This is an optimization exercise on Yosys and OpenROAD, whose aim is small area, not a production implementation.
In this exercise RTL edits were held to simulation tests only and were not proved equivalent to the original.

// current_filter
module current_filter (pClk, pRst, pFilterIn, pFilterOut);
  input         pClk;
  input         pRst;
  input  [15:0] pFilterIn;
  output [15:0] pFilterOut;
  reg [15:0] r1;
  reg [15:0] r2;
  reg [15:0] r3;
  reg [15:0] r4;
  reg [15:0] r5;
  reg [15:0] r6;
  reg [15:0] r7;
  reg [15:0] r8;
  reg [15:0] r9;
  reg [15:0] r10;
  reg [15:0] r11;
  reg [15:0] r12;
  reg [15:0] r13;
  reg [15:0] r14;
  reg [15:0] r15;
  reg [15:0] r16;
  reg [15:0] r17;
  reg [15:0] r18;
  reg [15:0] r19;
  reg [15:0] r20;
  reg [15:0] r21;
  reg [15:0] r22;
  reg [15:0] r23;
  wire s1, c2;
  wire s3, c4;
  wire s5, c6;
  wire s7, c8;
  wire s9, c10;
  wire s11, c12;
  wire s13, c14;
  wire s15, c16;
  wire s17, c18;
  wire s19, c20;
  wire s21, c22;
  wire s23, c24;
  wire s25, c26;
  wire s27, c28;
  wire s29, c30;
  wire s31, c32;
  wire s33, c34;
  wire s35, c36;
  wire s37, c38;
  wire s39, c40;
  wire s41, c42;
  wire s43, c44;
  wire s45, c46;
  wire s47, c48;
  wire s49, c50;
  wire s51, c52;
  wire s53, c54;
  wire s55, c56;
  wire s57, c58;
  wire s59, c60;
  wire s61, c62;
  wire s63, c64;
  wire s65, c66;
  wire s67, c68;
  wire s69, c70;
  wire s71, c72;
  wire s73, c74;
  wire s75, c76;
  wire s77, c78;
  wire s79, c80;
  wire s81, c82;
  wire s83, c84;
  wire s85, c86;
  wire s87, c88;
  wire s89, c90;
  wire s91, c92;
  wire s93, c94;
  wire s95, c96;
  wire s97, c98;
  wire s99, c100;
  wire s101, c102;
  wire s103, c104;
  wire s105, c106;
  wire s107, c108;
  wire s109, c110;
  wire s111, c112;
  wire s113, c114;
  wire s115, c116;
  wire s117, c118;
  wire s119, c120;
  wire s121, c122;
  wire s123, c124;
  wire s125, c126;
  wire s127, c128;
  wire s129, c130;
  wire s131, c132;
  wire s133, c134;
  wire s135, c136;
  wire s137, c138;
  wire s139, c140;
  wire s141, c142;
  wire s143, c144;
  wire s145, c146;
  wire s147, c148;
  wire s149, c150;
  wire s151, c152;
  wire s153, c154;
  wire s155, c156;
  wire s157, c158;
  wire s159, c160;
  wire s161, c162;
  wire s163, c164;
  wire s165, c166;
  wire s167, c168;
  wire s169, c170;
  wire s171, c172;
  ...
Settings: LEC_CHECK=0, CAP_MARGIN=20, CORE_MARGIN=2, CORE_UTILIZATION=80, CTS_BUF_LIST=sky130_fd_sc_hd__clkbuf_8, CTS_CLUSTER_DIAMETER=60, CTS_CLUSTER_SIZE=18, SLEW_MARGIN=20, SYNTH_HIERARCHICAL=1; clock period 7.5 ns.
run.sh (not shown) runs the stock make flow with config.mk's settings and CLKGATE_MAP_FILE= SYNTH_SCRIPT=/design/flow/synth_recipe.tcl, a recipe that flattens the netlist after the stock synthesis.
The starting point completed without violations.
Then changed:
- CTS_CLUSTER_DIAMETER: 60 -> 70
- CTS_CLUSTER_SIZE: 18 -> 13
Outcome: Worst hold slack hardly moves; fmax is about the same; utilization falls by 0.19 points; clock skew rises by 7.6 ps; cell count barely changes; area after synthesis stays the same; flip-flop and latch count does not change.
Then changed:
- CTS_CLUSTER_SIZE: 13 -> 16
The new run passed the timing, design-rule and antenna checks.
Setup slack is better by 10 ps.
Hold slack gets better by 5.3 ps.
Global-route usage hardly moves.
Critical path depth increases by 1.
Maximum frequency hardly moves.

---

v32:
Another version of the RTL of current_filter (not shown whole).
Size in the first run: about 1600 cells after synthesis, about 460 flip-flops, roughly 23000 sq um of cells after synthesis.
// current_filter
module current_filter (pClk, pRst, pFilterIn, pFilterOut);
  input         pClk;
  input         pRst;
  input  [15:0] pFilterIn;
  output [15:0] pFilterOut;
  reg [15:0] r1;
  reg [15:0] r2;
  reg [15:0] r3;
  reg [15:0] r4;
  reg [15:0] r5;
  reg [15:0] r6;
  reg [15:0] r7;
  reg [15:0] r8;
  reg [15:0] r9;
  reg [15:0] r10;
  reg [15:0] r11;
  reg [15:0] r12;
  reg [15:0] r13;
  reg [15:0] r14;
  reg [15:0] r15;
  reg [15:0] r16;
  reg [15:0] r17;
  reg [15:0] r18;
  reg [15:0] r19;
  reg [15:0] r20;
  reg [15:0] r21;
  wire s1, c2;
  wire s3, c4;
  wire s5, c6;
  wire s7, c8;
  wire s9, c10;
  wire s11, c12;
  wire s13, c14;
  wire s15, c16;
  wire s17, c18;
  wire s19, c20;
  wire s21, c22;
  wire s23, c24;
  wire s25, c26;
  wire s27, c28;
  wire s29, c30;
  wire s31, c32;
  wire s33, c34;
  wire s35, c36;
  wire s37, c38;
  wire s39, c40;
  wire s41, c42;
  wire s43, c44;
  wire s45, c46;
  wire s47, c48;
  wire s49, c50;
  wire s51, c52;
  wire s53, c54;
  wire s55, c56;
  wire s57, c58;
  wire s59, c60;
  wire s61, c62;
  wire s63, c64;
  wire s65, c66;
  wire s67, c68;
  wire s69, c70;
  wire s71, c72;
  wire s73, c74;
  wire s75, c76;
  wire s77, c78;
  wire s79, c80;
  wire s81, c82;
  wire s83, c84;
  wire s85, c86;
  wire s87, c88;
  wire s89, c90;
  wire s91, c92;
  wire s93, c94;
  wire s95, c96;
  wire s97, c98;
  wire s99, c100;
  wire s101, c102;
  wire s103, c104;
  wire s105, c106;
  wire s107, c108;
  wire s109, c110;
  wire s111, c112;
  wire s113, c114;
  wire s115, c116;
  wire s117, c118;
  wire s119, c120;
  wire s121, c122;
  wire s123, c124;
  wire s125, c126;
  wire s127, c128;
  wire s129, c130;
  wire s131, c132;
  wire s133, c134;
  ...
clock: 7.5 ns
lec_check: 0
cap_margin: 20
core_margin: 2
core_utilization: 80
cts_buf_list: sky130_fd_sc_hd__clkbuf_8
cts_cluster_diameter: 100
cts_cluster_size: 16
slew_margin: 20
synth_hierarchical: 1
standard.sh (not shown) runs the stock make flow with config.mk's settings and CLKGATE_MAP_FILE= SYNTH_SCRIPT=/design/flow/synth_recipe.tcl, a recipe that flattens the netlist after the stock synthesis.
==> flow/flow/run.sh <==
#!/bin/bash
# The standard layout (the standard.sh, all ORFS steps), with the port buffers that
# ORFS's buffer_ports inserts made of the smallest buffer cell instead of its default choice.
set -euo pipefail
bash standard.sh "BUFFER_PORTS_ARGS=-buffer_cell sky130_fd_sc_hd__buf_1" finish > standard.log 2>&1
Changes in v5 relative to v32:
Settings: changing CTS_CLUSTER_SIZE from 16 to 14.
### Flow results
When v5 is measured against v32, its via count turns out 99 higher.
Setup slack in v5 is smaller than in v32.
The core of v5 is more densely filled than that of v32.
Post-route standard cell area excluding fillers essentially unchanged between v5 and v32.
diff inputs: v5 => v27
Settings: CTS_CLUSTER_SIZE changed from 14 to 16; CORE_UTILIZATION changed from 80 to 84.
Notes after the runs:
v27 went all the way through the flow, and no timing, DRC or antenna check failed. v27 vs v5 on final design area excluding fillers: v27 is the lower one. Compared with v5, in v27 slack of the critical path fell by 0.078 ns, count of mapped cells out of synthesis barely changed, global-route wire length before repair climbed 5.7%. STATUS clock period minus worst slack: v27 loses against v5.
Inputs modified between v27 and v40:
Settings: swapping 84 for 80 in CORE_UTILIZATION.
==> flow/run.sh (new file) <==
#!/bin/bash
# synth_recipe.tcl (not shown) runs the flow's synth.tcl, then flattens the netlist and writes it again
# the make line also repeats each setting of config.mk as NAME=value (left out here)
make -C /OpenROAD-flow-scripts/flow DESIGN_CONFIG=/design/flow/config.mk WORK_HOME=/design/flow/orfs CLKGATE_MAP_FILE= SYNTH_SCRIPT=/design/flow/synth_recipe.tcl finish
removed: flow/flow/run.sh
removed: flow/standard.sh
Results
Taking v27 as the reference, in v40 fmax grew by 1.6%; cell count went up.
The worst-case headroom to the max-slew limit of v40 was superior to that of v27.
From v27 to v40 the numbers moved as follows: worst setup slack moved up; fraction of registers with async set/reset level; final design area excluding fillers moved up.
Higher arrival time reported for the critical path endpoint among v27 and v40: v27
Edits applied to the flow inputs when going from v40 to v21:
Settings: CTS_CLUSTER_DIAMETER now 60, was 100; CTS_BUF_LIST now sky130_fd_sc_hd__clkbuf_4, was sky130_fd_sc_hd__clkbuf_8; CTS_CLUSTER_SIZE now 10, was 16.
==> flow/flow/run.sh (new file) <==
#!/bin/bash
# The standard layout (the standard.sh, all ORFS steps), with the port buffers that
# ORFS's buffer_ports inserts made of the smallest buffer cell instead of its default choice.
set -euo pipefail
bash standard.sh "BUFFER_PORTS_ARGS=-buffer_cell sky130_fd_sc_hd__buf_1" finish > standard.log 2>&1
==> flow/standard.sh (new file) <==
#!/bin/bash
# synth_recipe.tcl (not shown) runs the flow's synth.tcl, then flattens the netlist and writes it again
# the make line also repeats each setting of config.mk as NAME=value (left out here)
make -C /OpenROAD-flow-scripts/flow DESIGN_CONFIG=/design/flow/config.mk WORK_HOME=/design/flow/orfs CLKGATE_MAP_FILE= SYNTH_SCRIPT=/design/flow/synth_recipe.tcl "${@:-finish}"
removed: flow/run.sh
[summary]
- Between v21 and v40, the final cycle utilization of the critical path is higher for v21.
- v21 against v40: number of detailed-route iterations in the first pass ~0 delta, final cell count +25.
- Diff v40 -> v21 | area growth from synthesis to final layout | decrease of 1.1 points
- The sequential share of layout area in v21 sits 0.41 points above the value recorded for v40.
- v40: done, clean on timing, DRC and antenna
- v21 went all the way through the flow, and no timing, DRC or antenna check failed.
- Measured against each other, v21 and v40 differ in non-clock buffer count, the higher figure coming from v21.
--- input diff v21..v39 ---
Settings: changing CTS_BUF_LIST from sky130_fd_sc_hd__clkbuf_4 to sky130_fd_sc_hd__clkbuf_8; changing CTS_CLUSTER_SIZE from 10 to 16; changing CTS_CLUSTER_DIAMETER from 60 to 100; changing CORE_UTILIZATION from 80 to 82.
[summary]
- A standard cell with the maximum stage delay on the critical path of sky130_fd_sc_hd__dfxtp_1 is what v21 shows, while sky130_fd_sc_hd__fa_1 belongs to v39.
- v39 reports a lower post-route non-filler standard cell count than v21 does.
- Clock-pin slew reported for the worst setup and hold paths after clock tree synthesis of v39 is on par with v21.

## static timing again, ports no longer ideal
No port has a modelled driver above. Below, the same layouts with a new extraction and two added sets of constraints. Step 1, drivers: a clkbuf_16 drives pClk and a buf_2 each remaining input, both assumed. Step 2, shift: input delay + t, output delay - t, t = (earliest + latest rising clock arrival at the registers) / 2. This alone moves slack from input paths to output paths. a / b / c = no drivers / after step 1 / after step 2; a / b = the first two.
| run | t, ns | setup slack, ns | clock arrival spread, ns | worst data-port slew with drivers (ns) |
|---|---|---|---|---|
| the first run of note 1 | 0.618 | 1.240 / 1.240 / 1.193 | 0.025 / 0.024 | 0.04 |
| the second run of note 1 | 0.599 | 1.236 / 1.236 / 1.187 | 0.032 / 0.032 | 0.04 |
| the third run of note 1 | 0.607 | 1.246 / 1.246 / 1.215 | 0.025 / 0.025 | 0.04 |
| v32 | 0.621 | 1.396 / 1.396 / 1.350 | 0.036 / 0.037 | 0.05 |
| v5 | 0.617 | 1.387 / 1.387 / 1.343 | 0.032 / 0.032 | 0.05 |
| v27 | 0.595 | 1.309 / 1.309 / 1.309 | 0.038 / 0.038 | 0.04 |
| v40 | 0.615 | 1.406 / 1.406 / 1.119 | 0.053 / 0.053 | 0.05 |
| v21 | 0.776 | 1.380 / 1.380 / 1.367 | 0.041 / 0.041 | 0.05 |
| v39 | 0.599 | 1.391 / 1.391 / 1.391 | 0.029 / 0.029 | 0.05 |
After both steps every run listed still meets setup and hold. For v40, which loses most, drivers alone change the setup slack by 0.000 ns; drivers and shift together by -0.287 ns.
